Context: an optimization exercise on an open-source flow, tuned for small area, a short achievable clock period and few clock cycles per item. The choices shown serve that exercise and are no tape-out recipe.
RTL that was checked went through simulation tests only; none was proved equivalent to the original.
The RTL of run 2 was laid out without a check of its function.
Power and IR drop assume default switching activity.

--- design/flow/run.sh ---
#!/bin/bash
# synth_recipe.tcl (not shown) runs the flow's synth.tcl, then flattens the netlist and writes it again
# the make line also repeats each setting of config.mk as NAME=value (left out here)
make -C /OpenROAD-flow-scripts/flow DESIGN_CONFIG=/design/flow/config.mk WORK_HOME=/design/flow/orfs CLKGATE_MAP_FILE= SYNTH_SCRIPT=/design/flow/synth_recipe.tcl finish
--- design/flow/config.mk ---
export PLATFORM = sky130hd
export DESIGN_NAME = cnn_top
export DESIGN_NICKNAME = cnn_top
export VERILOG_FILES = /design/flow/design.v
export SDC_FILE = /design/flow/constraint.sdc
export NUM_CORES = 4
export LEC_CHECK = 0
export CAP_MARGIN = 20
export CORE_MARGIN = 2
export CORE_UTILIZATION = 60
export SLEW_MARGIN = 20
--- design/flow/constraint.sdc ---
create_clock -name core_clock -period 9.0 [get_ports {clk}]
set_input_delay 1.8000 -clock core_clock [delete_from_list [all_inputs] [get_ports {clk}]]
set_output_delay 1.8000 -clock core_clock [all_outputs]
set_load 0.01 [all_outputs]
--- design/flow/design.v ---
`timescale 1ns / 1ps
module cnn_top(
    input wire clk,
    input wire rst,
    input wire start,
    output reg  [9:0]  img_addr,
    input  wire [7:0]  img_data,
    output reg  [14:0] w_addr,
    input  wire [7:0]  w_data,
    output wire [10:0] s_raddr,
    input  wire [7:0]  s_rdata,
    output wire [10:0] s_waddr,
    output reg  [7:0]  s_wdata,
    output reg         s_we,
    output reg  [3:0]  result,
    output wire [79:0] scores,
    output reg         done
);
    localparam B1_BASE = 21672;
    localparam W2_BASE = 21704;
    localparam B2_BASE = 22024;
    localparam H_BASE  = 676;
    localparam LK_NONE = 3'd0, LK_CQ0 = 3'd1, LK_CQM = 3'd2, LK_CQ3 = 3'd3,
               LK_FC1 = 3'd4, LK_FC2 = 3'd5;
    localparam S_IDLE = 3'd0, S_CONV = 3'd1, S_FC1 = 3'd2, S_FC2 = 3'd3,
               S_WAIT = 3'd4, S_FIN = 3'd5;
    reg [2:0] st;
    reg [1:0] f;           
    reg [3:0] pr, pc;      
    reg [1:0] q;           
    reg [1:0] kr, kc;      
    reg [9:0] pb;          
    reg [2:0] gap;         
    reg       bphase;      
    reg [4:0] o;           
    reg [14:0] wp;         
    reg [9:0] rp;          
    reg [9:0] wcnt;        
    assign s_raddr = {1'b0, rp};
    assign s_waddr = {1'b0, wcnt};
    reg       i_asel, i_bias, i_cb, i_first;    
    reg [2:0] i_lk;
    reg       m_asel, m_bias, m_cb, m_first;    
    reg [2:0] m_lk;
    reg       d_first, p1_first, p_first;
    reg [2:0] d_lk, p1_lk, p_lk, a_lk;
    reg       o_cout, o_sc;
    wire [1:0] rowo = q[1] + kr;
    wire [9:0] conv_addr = pb + rowo * 5'd28 + q[0] + kc;
    wire [5:0] conv_w = {f, 3'b000} + f + {kr, 1'b0} + kr + kc;
    wire       tap_last = (kr == 2'd2) && (kc == 2'd2);
    always @(posedge clk) begin
        if (rst) begin
            st <= S_IDLE;
            done <= 1'b0;
            i_asel <= 1'b0; i_bias <= 1'b0; i_cb <= 1'b0; i_first <= 1'b0; i_lk <= LK_NONE;
        end else begin
            img_addr <= conv_addr;
            w_addr <= {9'd0, conv_w};
            i_asel <= 1'b0; i_bias <= 1'b0; i_cb <= 1'b0; i_first <= 1'b0; i_lk <= LK_NONE;
            case (st)
                S_IDLE: begin
                    if (start) begin
                        st <= S_CONV;
                        f <= 2'd0; pr <= 4'd0; pc <= 4'd0; q <= 2'd0; kr <= 2'd0; kc <= 2'd0;
                        pb <= 10'd0; gap <= 3'd0; bphase <= 1'b1;
                    end
                end
                S_CONV: begin
                    if (gap != 3'd0) begin
                        gap <= gap - 3'd1;
                    end else if (bphase) begin
                        w_addr <= 15'd36 + f;
                        i_cb <= 1'b1;
                        bphase <= 1'b0;
                    end else begin
                        i_first <= (kr == 2'd0) && (kc == 2'd0);
                        i_lk <= !tap_last ? LK_NONE :
                                (q == 2'd0) ? LK_CQ0 :
                                (q == 2'd3) ? LK_CQ3 : LK_CQM;
                        if (kc == 2'd2) begin
                            kc <= 2'd0;
                            if (kr == 2'd2) begin
                                kr <= 2'd0;
                                q <= q + 2'd1;
                                if (q == 2'd3) begin
                                    if (pc == 4'd12) begin
                                        pc <= 4'd0;
                                        if (pr == 4'd12) begin
                                            pr <= 4'd0;
                                            pb <= 10'd0;
                                            f <= f + 2'd1;
                                            gap <= 3'd5;
                                            bphase <= 1'b1;
                                            if (f == 2'd3) begin
                                                st <= S_FC1;
                                                o <= 5'd0;
                                                wp <= 15'd40;
                                                gap <= 3'd0;
                                            end
                                        end else begin
                                            pr <= pr + 4'd1;
                                            pb <= pb + 10'd32;
                                        end
                                    end else begin
                                        pc <= pc + 4'd1;
                                        pb <= pb + 10'd2;
                                    end
                                end
                            end else begin
                                kr <= kr + 2'd1;
                            end
                        end else begin
                            kc <= kc + 2'd1;
                        end
                    end
                end
                S_FC1, S_FC2: begin
                    if (bphase) begin
                        w_addr <= (st == S_FC1 ? 15'd21672 : 15'd22024) + o;
                        i_bias <= 1'b1;
                        i_first <= 1'b1;
                        bphase <= 1'b0;
                        rp <= (st == S_FC1) ? 10'h3ff : H_BASE - 10'd1;
                    end else begin
                        w_addr <= wp;
                        wp <= wp + 15'd1;
                        rp <= rp + 10'd1;
                        i_asel <= 1'b1;
                        if (rp == 10'd674 || rp == 10'd706) begin
                            i_lk <= (st == S_FC1) ? LK_FC1 : LK_FC2;
                            bphase <= 1'b1;
                            o <= o + 5'd1;
                            if (st == S_FC1 && o == 5'd31) begin
                                st <= S_FC2;
                                o <= 5'd0;
                                wp <= W2_BASE;
                            end else if (st == S_FC2 && o == 5'd9) begin
                                st <= S_WAIT;
                            end
                        end
                    end
                end
                S_WAIT: begin
                    if (o_sc && k == 4'd9) begin
                        done <= 1'b1;
                        st <= S_FIN;
                    end
                end
                S_FIN: begin
                    if (!start) begin
                        done <= 1'b0;
                        st <= S_IDLE;
                    end
                end
                default: st <= S_IDLE;
            endcase
        end
    end
    reg [7:0] a_r;
    reg signed [7:0] w_r;
    reg [11:0] pl;
    reg signed [11:0] ph;
    reg signed [16:0] p;
    reg signed [25:0] acc;
    reg signed [11:0] mx;
    reg signed [7:0] bc;
    reg [79:0] sc;
    reg [7:0] bestv;
    reg [3:0] k;
    assign scores = sc;
    always @(posedge clk) begin
        if (rst) begin
            m_asel <= 1'b0; m_bias <= 1'b0; m_cb <= 1'b0; m_first <= 1'b0; m_lk <= LK_NONE;
            d_first <= 1'b0; d_lk <= LK_NONE;
            p1_first <= 1'b0; p1_lk <= LK_NONE;
            p_first <= 1'b0; p_lk <= LK_NONE;
            a_lk <= LK_NONE;
            o_cout <= 1'b0; o_sc <= 1'b0;
            s_we <= 1'b0;
        end else begin
            m_asel <= i_asel; m_bias <= i_bias; m_cb <= i_cb; m_first <= i_first; m_lk <= i_lk;
            d_first <= m_first; d_lk <= m_lk;
            p1_first <= d_first; p1_lk <= d_lk;
            p_first <= p1_first; p_lk <= p1_lk;
            a_lk <= p_lk;
            o_cout <= (a_lk == LK_CQ3);
            o_sc <= (a_lk == LK_FC2);
            s_we <= (a_lk == LK_FC1) || o_cout;
        end
    end
    wire [7:0] fc_clip = acc[25] ? 8'd0 : (|acc[24:15]) ? 8'd255 : acc[14:7];
    wire signed [12:0] cv_t = mx + bc;
    wire [7:0] cv_clip = cv_t[12] ? 8'd0 : (|cv_t[11:8]) ? 8'd255 : cv_t[7:0];
    always @(posedge clk) begin
        a_r <= m_bias ? 8'd128 : m_asel ? s_rdata : img_data;
        w_r <= w_data;
        if (m_cb) bc <= w_data;
        pl <= a_r * w_r[3:0];
        ph <= $signed({1'b0, a_r}) * $signed(w_r[7:4]);
        p <= $signed({ph, 4'b0000}) + $signed({5'b00000, pl});
        acc <= (p_first ? 26'sd0 : acc) + p;
        if (a_lk == LK_CQ0) mx <= acc[19:8];
        else if ((a_lk == LK_CQM || a_lk == LK_CQ3) && $signed(acc[19:8]) > mx) mx <= acc[19:8];
        if (a_lk == LK_FC2) sc <= {fc_clip, sc[79:8]};
        s_wdata <= (a_lk == LK_FC1) ? fc_clip : cv_clip;
        if (st == S_IDLE) k <= 4'd0;
        else if (o_sc) begin
            if (k == 4'd0 || sc[79:72] > bestv) begin
                bestv <= sc[79:72];
                result <= k;
            end
            k <= k + 4'd1;
        end
        if (st == S_IDLE) wcnt <= 10'd0;
        else if (s_we) wcnt <= wcnt + 10'd1;
    end
endmodule
==> results of run 1 <==
-- stage by stage --
step / std cells / power, mW / instance area [um2] / hold WS, ns
2_1_floorplan: 1515 / 3.64 / 16800 / 0.310
3_3_place_gp: 2036 / 4.05 / 18900 / 0.313
3_5_place_dp: 2036 / 4.12 / 18900 / 0.313
4_1_cts: 2105 / 5.77 / 20300 / 0.326
5_1_grt: 2105 / 6.12 / 20300 / 0.330
6_report: 2105 / 5.75 / 20300 / 0.325
-- placed cells by master (no fill, tap or decap), drive strengths merged, types with 13 or more instances in the layout --
cell type	count
nand2b	13
clkdlybuf4s50	165
fa	33
edfxtp	197
a21oi	83
nand2	91
clkbuf	56
nor2b	59
a21o	25
mux2i	15
and3	18
xnor2	64
and2	45
inv	128
xor2	44
nand4	17
o21ai	55
nor3	27
ha	142
nand3	36
dfxtp	141
o22ai	14
nor2	146
-- metal layers --
layer / track usage / share of wire
met5: 0 / 0
met4: 0.0523 / 0.014
met3: 0.0308 / 0.054
met2: 0.386 / 0.47
met1: 0.313 / 0.46
-- area by class of cell --
class	count	area [um2]
Timing Repair Buffer	175	1730
Inverter	127	477
Fill cell	2027	7440
Clock inverter	13	171
Clock buffer	56	1180
Multi-Input combinational cell	1018	7500
Sequential cell	338	8740
Tap cell	378	473
-- logic make-up (layout without fill, tap and decap cells) --
kind of cell,after synthesis,in the layout,share of synthesized area
flip-flops,338,338,0.520
adder cells (fa/ha/maj),175,175,0.145
other,1,2,0.000223
buffers and inverters,159,371,0.0364
AO/OA/AOI/OAI,239,239,0.0914
AND/OR/NAND/NOR,479,479,0.142
XOR/XNOR,108,108,0.0562
multiplexers,15,15,0.00893
-- cells in the mapped netlist, drive strengths merged, types with 6 or more instances --
cell type	count
a211oi	8
nor2	146
nand4	17
xor2	44
mux2i	15
clkbuf	26
o22ai	14
and3	18
xnor2	64
dfxtp	141
buf	6
nand3	36
nand2b	13
fa	33
a21boi	7
ha	142
and2	45
a21o	25
inv	127
a21oi	83
nor3	27
nor2b	59
o21a	7
nor4	9
nand2	91
a31oi	6
edfxtp	197
o21ai	55
-- registers in the layout, summed over array words and instances, names as in the netlist, 10 cells and up --
signal    cells
acc          26
img_addr     10
mx           12
p            17
pb           10
ph           12
pl           12
rp           10
sc           80
w_addr       15
wcnt         10
wp           15
-- final timing paths --
path / start / endpoint / slack, ns / cells past startpoint
hold reg to reg: pl[3]$_DFF_P_ / p[3]$_DFF_P_ / 0.33 / 0
setup reg to reg: a_r[0]$_SDFF_PP0_ / ph[11]$_DFF_P_ / 5.10 / 15
hold / removal: pl[3]$_DFF_P_ / p[3]$_DFF_P_ / 0.33 / 0
setup / recovery: a_r[0]$_SDFF_PP0_ / ph[11]$_DFF_P_ / 5.10 / 15
-- power groups by stage --
| stage | clock, mW | sequential [mW] | combinational, mW |
|---|---|---|---|
| after floorplan | 0 | 2.11 | 1.53 |
| after global placement | 0 | 2.15 | 1.91 |
| after detailed placement | 0 | 2.15 | 1.97 |
| after CTS | 1.65 | 2.13 | 1.99 |
| after global routing | 1.71 | 2.16 | 2.26 |
| final | 1.63 | 2.13 | 1.99 |
==> qor.csv, run 1 <==
stage;metric;value;unit
drt;post-detailed-route DRC marker count;0;
synthesis;Cells after Synth;1514;
sta;final-report hold violation count;0;
final_layout;n_diodes;0;
synthesis;top cell type's share of synthesized area;0.352;
synthesis;synth warn;1;
synthesis;Primary FF master, synth;edfxtp_1;
final_layout;fin nets;1900;
power_and_ir_drop;combinational share of power;0.347;
grt;Total Routing Usage GR;0.228;
drt;DR vias;11500;
place;gpl congestion;0.863;
synthesis;Synth async-reset ratio;0;
sta;RSZ-0062 raised after global routing;false;
clocking;CTS buffer count;38;
sta;max_slew headroom;0.323;
sta;Final period util;0.433;
clocking;post-CTS sizing;0;
synthesis;Area contributors post-synth;edfxtp_1 35%, dfxtp_1 17%, ha_1 11%, fa_1 3.9%, xnor2_1 3.3%;
synthesis;Avg Inst Size Synth;11.1;um2
drt;drt total wl;33200;um
floorplanning;Die X;171;um
sta;Clock Skew;0.0129;ns
clocking;H-tree levels;2;
sta;Fmax;257;MHz
worst_setup_path;largest delay contributor family on the critical path;adder cells;
synthesis;Synth area leader;edfxtp_1;
grt;initial antenna violation count;0;
worst_setup_path;WP buf/inv;1;
sta;final setup margin;5.10;ns
grt;largest net degree at the start of global routing;82;
sta;worst slew pin tran;1.02;ns
worst_setup_path;critical path class;register to register;
sta;Sum Neg Setup Slack;0;ns
floorplanning;CORE AREA;0.0277;mm2
floorplanning;die area;0.0294;mm2
clocking;clk latency of the worst-skew pair;0.51;ns
power_and_ir_drop;Pwr Density;284;mW/mm2
clocking;CTS tree;yes;
drt;vias per cell;5.46;
min_path;worst min path class;register to register;
clocking;clock slew seen by the registers of the worst setup and hold paths;0.06;ns
worst_setup_path;Crit-path slowest cell;fa_1;
job;max-cap viol count;0;
status;status;complete, no violations;
final_layout;layout cell share with drive strength beyond 1;0.0567;
synthesis;Seq/Total Area, Yosys;0.520;
power_and_ir_drop;clock share of power;0.283;
final_layout;P&R area growth vs syn;20.5;%
sta;post-layout min period;3.90;ns
power_and_ir_drop;Pint;3.87;mW
floorplanning;I/O Pins;168;
place;hpwl dp;23900;um
floorplanning;num rows;61;
sta;setup violators final;0;
place;PortBufs;165;
sta;fin. max-slew vios;0;
clocking;post-CTS setup buffers;0;
power_and_ir_drop;Leak;8.24;nW
worst_setup_path;most frequent cell on the critical path;fa_1;
worst_setup_path;element type at the critical path end;register;
drt;Final ANT Viol Nets;0;
power_and_ir_drop;Net Sw Power;1.88;mW
final_layout;fin util;0.732;
power_and_ir_drop;Reg power frac;0.370;
drt;Wirelength per Cell;15.8;um
clocking;Max Root-Sink Buffers;3;
worst_setup_path;Max stage delay on crit path;0.52;ns
floorplanning;Initial Util;0.607;
worst_setup_path;worst-path cell chain;nand2b_1 > fa_1 > fa_1 > fa_1 > inv_1 > ha_1 > fa_1 > a21oi_1 > nor2_1 > nor2_1 > o21bai_1 > a21oi_1 > o21bai_1 > a21oi_1 > xnor2_1;
floorplanning;die height;171;um
synthesis;Yosys reg bits;338;
place;Post-Place Worst Slack;4.85;ns
power_and_ir_drop;Net Sw Frac;0.327;
grt;first-pass GRT wire length;54200;um
worst_setup_path;data arrival time of the worst path;4.29;ns
clocking;hold buffers post-CTS;0;
grt;total grt overflow;0;
clocking;Clock Tree Root;clkbuf_16;
drt;DR iter-0 viols;621;
worst_setup_path;Max FO, Critical Path;8;
power_and_ir_drop;maximum VDD drop;0.165;mV
synthesis;Distinct cells, synth;70;
clocking;CTS sink cnt;338;
worst_setup_path;Startpoint Class;register;
worst_setup_path;CP required;9.40;ns
grt;vias in the first global route;11300;
drt;drt pass-1 iters;5;
synthesis;Post-synth EDFFs;197;
synthesis;Post-Synthesis Cell Area;0.0168;mm2
Testbench counts, summed over its fixed seeds: cycles 741,720, images 16.
==> run 2, diff against run 1 <==
--- a/design/flow/design.v
+++ b/design/flow/design.v
@@ -33,6 +33,7 @@
     reg [2:0] gap;         
     reg       bphase;      
     reg [4:0] o;           
+    reg [9:0] i;           
     reg [14:0] wp;         
     reg [9:0] rp;          
     reg [9:0] wcnt;        
@@ -42,8 +43,8 @@
     reg [2:0] i_lk;
     reg       m_asel, m_bias, m_cb, m_first;    
     reg [2:0] m_lk;
-    reg       d_first, p1_first, p_first;
-    reg [2:0] d_lk, p1_lk, p_lk, a_lk;
+    reg       d_first, p_first;
+    reg [2:0] d_lk, p_lk, a_lk;
     reg       o_cout, o_sc;
     wire [1:0] rowo = q[1] + kr;
     wire [9:0] conv_addr = pb + rowo * 5'd28 + q[0] + kc;
@@ -55,8 +56,6 @@
             done <= 1'b0;
             i_asel <= 1'b0; i_bias <= 1'b0; i_cb <= 1'b0; i_first <= 1'b0; i_lk <= LK_NONE;
         end else begin
-            img_addr <= conv_addr;
-            w_addr <= {9'd0, conv_w};
             i_asel <= 1'b0; i_bias <= 1'b0; i_cb <= 1'b0; i_first <= 1'b0; i_lk <= LK_NONE;
             case (st)
                 S_IDLE: begin
@@ -74,6 +73,8 @@
                         i_cb <= 1'b1;
                         bphase <= 1'b0;
                     end else begin
+                        img_addr <= conv_addr;
+                        w_addr <= {9'd0, conv_w};
                         i_first <= (kr == 2'd0) && (kc == 2'd0);
                         i_lk <= !tap_last ? LK_NONE :
                                 (q == 2'd0) ? LK_CQ0 :
@@ -90,11 +91,11 @@
                                             pr <= 4'd0;
                                             pb <= 10'd0;
                                             f <= f + 2'd1;
-                                            gap <= 3'd5;
+                                            gap <= 3'd4;
                                             bphase <= 1'b1;
                                             if (f == 2'd3) begin
                                                 st <= S_FC1;
-                                                o <= 5'd0;
+                                                o <= 5'd0; i <= 10'd0;
                                                 wp <= 15'd40;
                                                 gap <= 3'd0;
                                             end
@@ -121,13 +122,15 @@
                         i_bias <= 1'b1;
                         i_first <= 1'b1;
                         bphase <= 1'b0;
+                        i <= 10'd0;
                         rp <= (st == S_FC1) ? 10'h3ff : H_BASE - 10'd1;
                     end else begin
                         w_addr <= wp;
                         wp <= wp + 15'd1;
                         rp <= rp + 10'd1;
+                        i <= i + 10'd1;
                         i_asel <= 1'b1;
-                        if (rp == 10'd674 || rp == 10'd706) begin
+                        if (st == S_FC1 ? (i == 10'd675) : (i == 10'd31)) begin
                             i_lk <= (st == S_FC1) ? LK_FC1 : LK_FC2;
                             bphase <= 1'b1;
                             o <= o + 5'd1;
@@ -159,11 +162,9 @@
     end
     reg [7:0] a_r;
     reg signed [7:0] w_r;
-    reg [11:0] pl;
-    reg signed [11:0] ph;
     reg signed [16:0] p;
     reg signed [25:0] acc;
-    reg signed [11:0] mx;
+    reg signed [19:0] mx;
     reg signed [7:0] bc;
     reg [79:0] sc;
     reg [7:0] bestv;
@@ -173,7 +174,6 @@
         if (rst) begin
             m_asel <= 1'b0; m_bias <= 1'b0; m_cb <= 1'b0; m_first <= 1'b0; m_lk <= LK_NONE;
             d_first <= 1'b0; d_lk <= LK_NONE;
-            p1_first <= 1'b0; p1_lk <= LK_NONE;
             p_first <= 1'b0; p_lk <= LK_NONE;
             a_lk <= LK_NONE;
             o_cout <= 1'b0; o_sc <= 1'b0;
@@ -181,8 +181,7 @@
         end else begin
             m_asel <= i_asel; m_bias <= i_bias; m_cb <= i_cb; m_first <= i_first; m_lk <= i_lk;
             d_first <= m_first; d_lk <= m_lk;
-            p1_first <= d_first; p1_lk <= d_lk;
-            p_first <= p1_first; p_lk <= p1_lk;
+            p_first <= d_first; p_lk <= d_lk;
             a_lk <= p_lk;
             o_cout <= (a_lk == LK_CQ3);
             o_sc <= (a_lk == LK_FC2);
@@ -190,20 +189,19 @@
         end
     end
     wire [7:0] fc_clip = acc[25] ? 8'd0 : (|acc[24:15]) ? 8'd255 : acc[14:7];
-    wire signed [12:0] cv_t = mx + bc;
+    wire signed [12:0] cv_t = $signed(mx[19:8]) + bc;
     wire [7:0] cv_clip = cv_t[12] ? 8'd0 : (|cv_t[11:8]) ? 8'd255 : cv_t[7:0];
     always @(posedge clk) begin
         a_r <= m_bias ? 8'd128 : m_asel ? s_rdata : img_data;
         w_r <= w_data;
         if (m_cb) bc <= w_data;
-        pl <= a_r * w_r[3:0];
-        ph <= $signed({1'b0, a_r}) * $signed(w_r[7:4]);
-        p <= $signed({ph, 4'b0000}) + $signed({5'b00000, pl});
+        p <= $signed({1'b0, a_r}) * w_r;
         acc <= (p_first ? 26'sd0 : acc) + p;
-        if (a_lk == LK_CQ0) mx <= acc[19:8];
-        else if ((a_lk == LK_CQM || a_lk == LK_CQ3) && $signed(acc[19:8]) > mx) mx <= acc[19:8];
+        if (a_lk == LK_CQ0) mx <= acc[19:0];
+        else if ((a_lk == LK_CQM || a_lk == LK_CQ3) && $signed(acc[19:0]) > mx) mx <= acc[19:0];
         if (a_lk == LK_FC2) sc <= {fc_clip, sc[79:8]};
-        s_wdata <= (a_lk == LK_FC1) ? fc_clip : cv_clip;
+        if (a_lk == LK_FC1) s_wdata <= fc_clip;
+        else if (o_cout) s_wdata <= cv_clip;
         if (st == S_IDLE) k <= 4'd0;
         else if (o_sc) begin
             if (k == 4'd0 || sc[79:72] > bestv) begin
--- a/design/flow/config.mk
+++ b/design/flow/config.mk
@@ -7,5 +7,5 @@
 export LEC_CHECK = 0
 export CAP_MARGIN = 20
 export CORE_MARGIN = 2
-export CORE_UTILIZATION = 60
+export CORE_UTILIZATION = 40
 export SLEW_MARGIN = 20
==> run 2 against run 1 <==
Effect of this change: global-route usage down 6.4 points; still clean on timing, DRC and antenna; synthesized area up 1.9%; clock power down 6%; utilization down 24 points; setup slack worse by 0.81 ns.
==> qor.csv, run 2 <==
stage;metric;value;unit;change
final_layout;most frequent cells in the layout;223 x edfxtp_1, 164 x clkdlybuf4s50_1, 146 x ha_1;;was 197 x edfxtp_1, 165 x clkdlybuf4s50_1, 146 x nor2_1
power_and_ir_drop;Reg power frac;0.364;;was 0.370
grt;total grt overflow;0;;unchanged
grt;vias in the first global route;11400;;was 11300
drt;wire length on met2;16800;um;was 15800 um
synthesis;Post-Synthesis Cell Area;0.0171;mm2;was 0.0168 mm2
drt;M1 wire length;16500;um;was 15200 um
drt;DR iter-0 viols;436;;was 621
clocking;post-CTS sizing;0;;unchanged
status;status;complete, no violations;;unchanged
sta;final-report hold violation count;0;;unchanged
worst_setup_path;largest delay contributor family on the critical path;adder cells;;unchanged
synthesis;Cells after Synth;1518;;was 1514
power_and_ir_drop;Pint;3.77;mW;was 3.87 mW
sta;RSZ-0062 raised after global routing;false;;unchanged
power_and_ir_drop;Net Sw Frac;0.345;;was 0.327
clocking;Clock Tree Root;clkbuf_16;;unchanged
floorplanning;die area;0.0445;mm2;was 0.0294 mm2
worst_setup_path;CP required;9.48;ns;was 9.40 ns
sta;Clock Skew;0.0218;ns;was 0.0129 ns
synthesis;most instantiated cells after synthesis;223 x edfxtp_1, 146 x ha_1, 139 x inv_1, 137 x nor2_1, 105 x dfxtp_1;;was 197 x edfxtp_1, 146 x nor2_1, 142 x ha_1, 141 x dfxtp_1, 127 x inv_1
grt;first-pass GRT wire length;58600;um;was 54200 um
synthesis;Seq/Total Area, Yosys;0.513;;was 0.520
clocking;clk latency of the worst-skew pair;0.55;ns;was 0.51 ns
final_layout;Fill cells;3769;;was 2027
place;Post-Place Worst Slack;4.29;ns;was 4.85 ns
synthesis;Area contributors post-synth;edfxtp_1 39%, dfxtp_1 12%, ha_1 11%, fa_1 5.1%, inv_1 3.0%;;was edfxtp_1 35%, dfxtp_1 17%, ha_1 11%, fa_1 3.9%, xnor2_1 3.3%
worst_setup_path;worst-path cell chain;inv_1 > nor2_1 > fa_1 > fa_1 > fa_1 > inv_1 > fa_1 > inv_1 > ha_1 > or3_1 > a41oi_1 > nor2b_1 > o21a_1 > o41ai_1 > xnor2_1;;was nand2b_1 > fa_1 > fa_1 > fa_1 > inv_1 > ha_1 > fa_1 > a21oi_1 > nor2_1 > nor2_1 > o21bai_1 > a21oi_1 > o21bai_1 > a21oi_1 > xnor2_1
final_layout;Largest register FFs;80;;unchanged
min_path;worst min path class;register to register;;unchanged
sta;Final period util;0.523;;was 0.433
final_layout;layout cell share with drive strength beyond 1;0.0577;;was 0.0567
sta;Fmax;212;MHz;was 257 MHz
clocking;Max Root-Sink Buffers;3;;unchanged
drt;routed wl met3;1850;um;was 1800 um
worst_setup_path;element type at the critical path end;register;;unchanged
sta;final setup margin;4.29;ns;was 5.10 ns
worst_setup_path;Crit-path slowest cell;fa_1;;unchanged
final_layout;P&R area growth vs syn;20.7;%;was 20.5%
drt;Final ANT Viol Nets;0;;unchanged
worst_setup_path;data arrival time of the worst path;5.19;ns;was 4.29 ns
drt;drt total wl;36000;um;was 33200 um
drt;DR vias;11400;;was 11500
synthesis;Primary FF master, synth;edfxtp_1;;unchanged
grt;Total Routing Usage GR;0.164;;was 0.228
synthesis;synth warn;1;;unchanged
drt;vias per cell;5.01;;was 5.46
final_layout;post-route insts no fill;2273;;was 2105
place;gpl congestion;0.816;;was 0.863
drt;Wirelength per Cell;15.8;um;about the same
worst_setup_path;Max FO, Critical Path;6;;was 8
synthesis;most frequent cell after synthesis;edfxtp_1;;unchanged
final_layout;most common cell after layout, fill and taps aside;edfxtp_1;;unchanged
power_and_ir_drop;Net Sw Power;1.99;mW;was 1.88 mW
synthesis;top cell type's share of synthesized area;0.391;;was 0.352
clocking;hold buffers post-CTS;0;;unchanged
synthesis;Synth area leader;edfxtp_1;;unchanged
sta;Fin Hold WS;0.411;ns;was 0.325 ns
power_and_ir_drop;maximum VDD drop;0.156;mV;was 0.165 mV
floorplanning;Initial Util;0.407;;was 0.607
worst_setup_path;Startpoint Class;register;;unchanged
job;max-cap viol count;0;;unchanged
power_and_ir_drop;Leak;8.28;nW;was 8.24 nW
sta;post-layout min period;4.71;ns;was 3.90 ns
worst_setup_path;WP buf/inv;3;;was 1
place;PortBufs;165;;unchanged
floorplanning;die height;211;um;was 171 um
drt;post-detailed-route DRC marker count;0;;unchanged
floorplanning;CORE AREA;0.0421;mm2;was 0.0277 mm2
clocking;CTS sink cnt;328;;was 338
synthesis;Synth async-reset ratio;0;;unchanged
worst_setup_path;critical path class;register to register;;unchanged
final_layout;fin util;0.491;;was 0.732
synthesis;Post-synth EDFFs;223;;was 197
worst_setup_path;Max stage delay on crit path;0.55;ns;was 0.52 ns
drt;Top Metal Used;met4;;unchanged
floorplanning;I/O Pins;168;;unchanged
power_and_ir_drop;clock share of power;0.266;;was 0.283
power_and_ir_drop;combinational share of power;0.370;;was 0.347
worst_setup_path;R2R Setup Slk;4.29;ns;was 5.10 ns
floorplanning;num rows;75;;was 61
synthesis;Avg Inst Size Synth;11.3;um2;was 11.1 um2
worst_setup_path;most frequent cell on the critical path;fa_1;;unchanged
grt;initial antenna violation count;4;;was 0
sta;max_slew headroom;0.334;;was 0.323
place;Placed Cells;2202;;was 2036
clocking;CTS tree;yes;;unchanged
synthesis;Yosys reg bits;328;;was 338
sta;worst slew pin tran;0.999;ns;was 1.02 ns
place;hpwl dp;26500;um;was 23900 um
clocking;CTS buffer count;39;;was 38
sta;fin. max-slew vios;0;;unchanged
synthesis;Distinct cells, synth;65;;was 70
final_layout;largest reg by FF count;sc;;unchanged
drt;drt pass-1 iters;4;;was 5
final_layout;fin nets;1921;;was 1900
sta;setup violators final;0;;unchanged
clocking;H-tree levels;2;;unchanged
grt;largest net degree at the start of global routing;81;;was 82
power_and_ir_drop;Pwr Density;278;mW/mm2;was 284 mW/mm2
clocking;post-CTS setup buffers;0;;unchanged
clocking;clock slew seen by the registers of the worst setup and hold paths;0.06;ns;about the same
floorplanning;Die X;211;um;was 171 um
sta;Sum Neg Setup Slack;0;ns;unchanged
final_layout;Largest regs;sc: 80 flops, acc: 26 flops, mx: 20 flops;;was sc: 80 flops, acc: 26 flops, p: 17 flops
## run 2: worst paths after layout
path	from	endpoint	cells after the start
min	acc[0]$_DFF_P_	mx[0]$_DFFE_PP_	0
max	w_r[7]$_DFF_P_	p[15]$_DFF_P_	15
min reg2reg	acc[0]$_DFF_P_	mx[0]$_DFFE_PP_	0
max reg2reg	w_r[7]$_DFF_P_	p[15]$_DFF_P_	15
## run 2: cell families after synthesis
family	Yosys count	synth area share
AO/OA/AOI/OAI	228	0.0868
adder cells (fa/ha/maj)	190	0.158
AND/OR/NAND/NOR	485	0.143
other	1	0.000219
buffers and inverters	172	0.0382
flip-flops	328	0.513
multiplexers	15	0.0103
XOR/XNOR	99	0.0506
## run 2: layout make-up
type | instances | area (um2) | area share
tap | 539 | 674 | 0.0326
clock inverter | 28 | 241 | 0.0117
timing repair buffer | 177 | 1740 | 0.0839
clock buffer | 42 | 997 | 0.0482
sequential | 328 | 8800 | 0.425
multi-input combinational | 1019 | 7730 | 0.373
antenna | 1 | 2.50 | 0.000121
inverter | 139 | 522 | 0.0252
## run 2: routing by layer
| layer | track usage | vias up |
|---|---|---|
| li1 | - | 5671 |
| met1 | 0.212 | 5418 |
| met2 | 0.273 | 243 |
| met3 | 0.0387 | 51 |
| met4 | 0.0503 | 0 |
| met5 | 0 | - |
## run 2: metrics by stage
stage                     cell area, um2  power (mW)
after floorplan                    17100        3.75
after global placement             19500        4.19
after detailed placement           19500        4.23
after CTS                          20700        5.82
after global routing               20700        6.19
final                              20700        5.76
## run 2: power groups by stage
stage | clock network [mW] | registers, mW | logic (mW)
2_1_floorplan | 0 | 2.05 | 1.69
3_3_place_gp | 0 | 2.12 | 2.07
3_5_place_dp | 0 | 2.12 | 2.11
4_1_cts | 1.59 | 2.10 | 2.14
5_1_grt | 1.65 | 2.13 | 2.42
6_report | 1.53 | 2.09 | 2.13

-- afterwards: timing with drivers on the ports --
Ports are ideal in the flow. The routed layouts listed here were re-timed in OpenROAD. Step 1: set_driving_cell puts a clkbuf_16 on clk and a buf_2 on each other input, an assumption about the parent block. Step 2 times the ports against the registers' clock, not the clock port: input delays grow and output delays shrink by t, the midpoint of the rising clock arrivals with the driver on. Slacks: ideal / step 1 / step 2; pairs: ideal / step 1.
| run | t, ns | setup slack, ns | worst slew at a driven data input, ns |
|---|---|---|---|
| run 1 | 0.555 | 5.103 / 5.103 / 4.982 | 0.04 |
| run 2 | 0.592 | 4.293 / 4.293 / 4.293 | 0.05 |
After both steps every run listed still meets setup and hold. For run 1, which loses most, drivers alone change the setup slack by 0.000 ns; drivers and shift together by -0.121 ns.
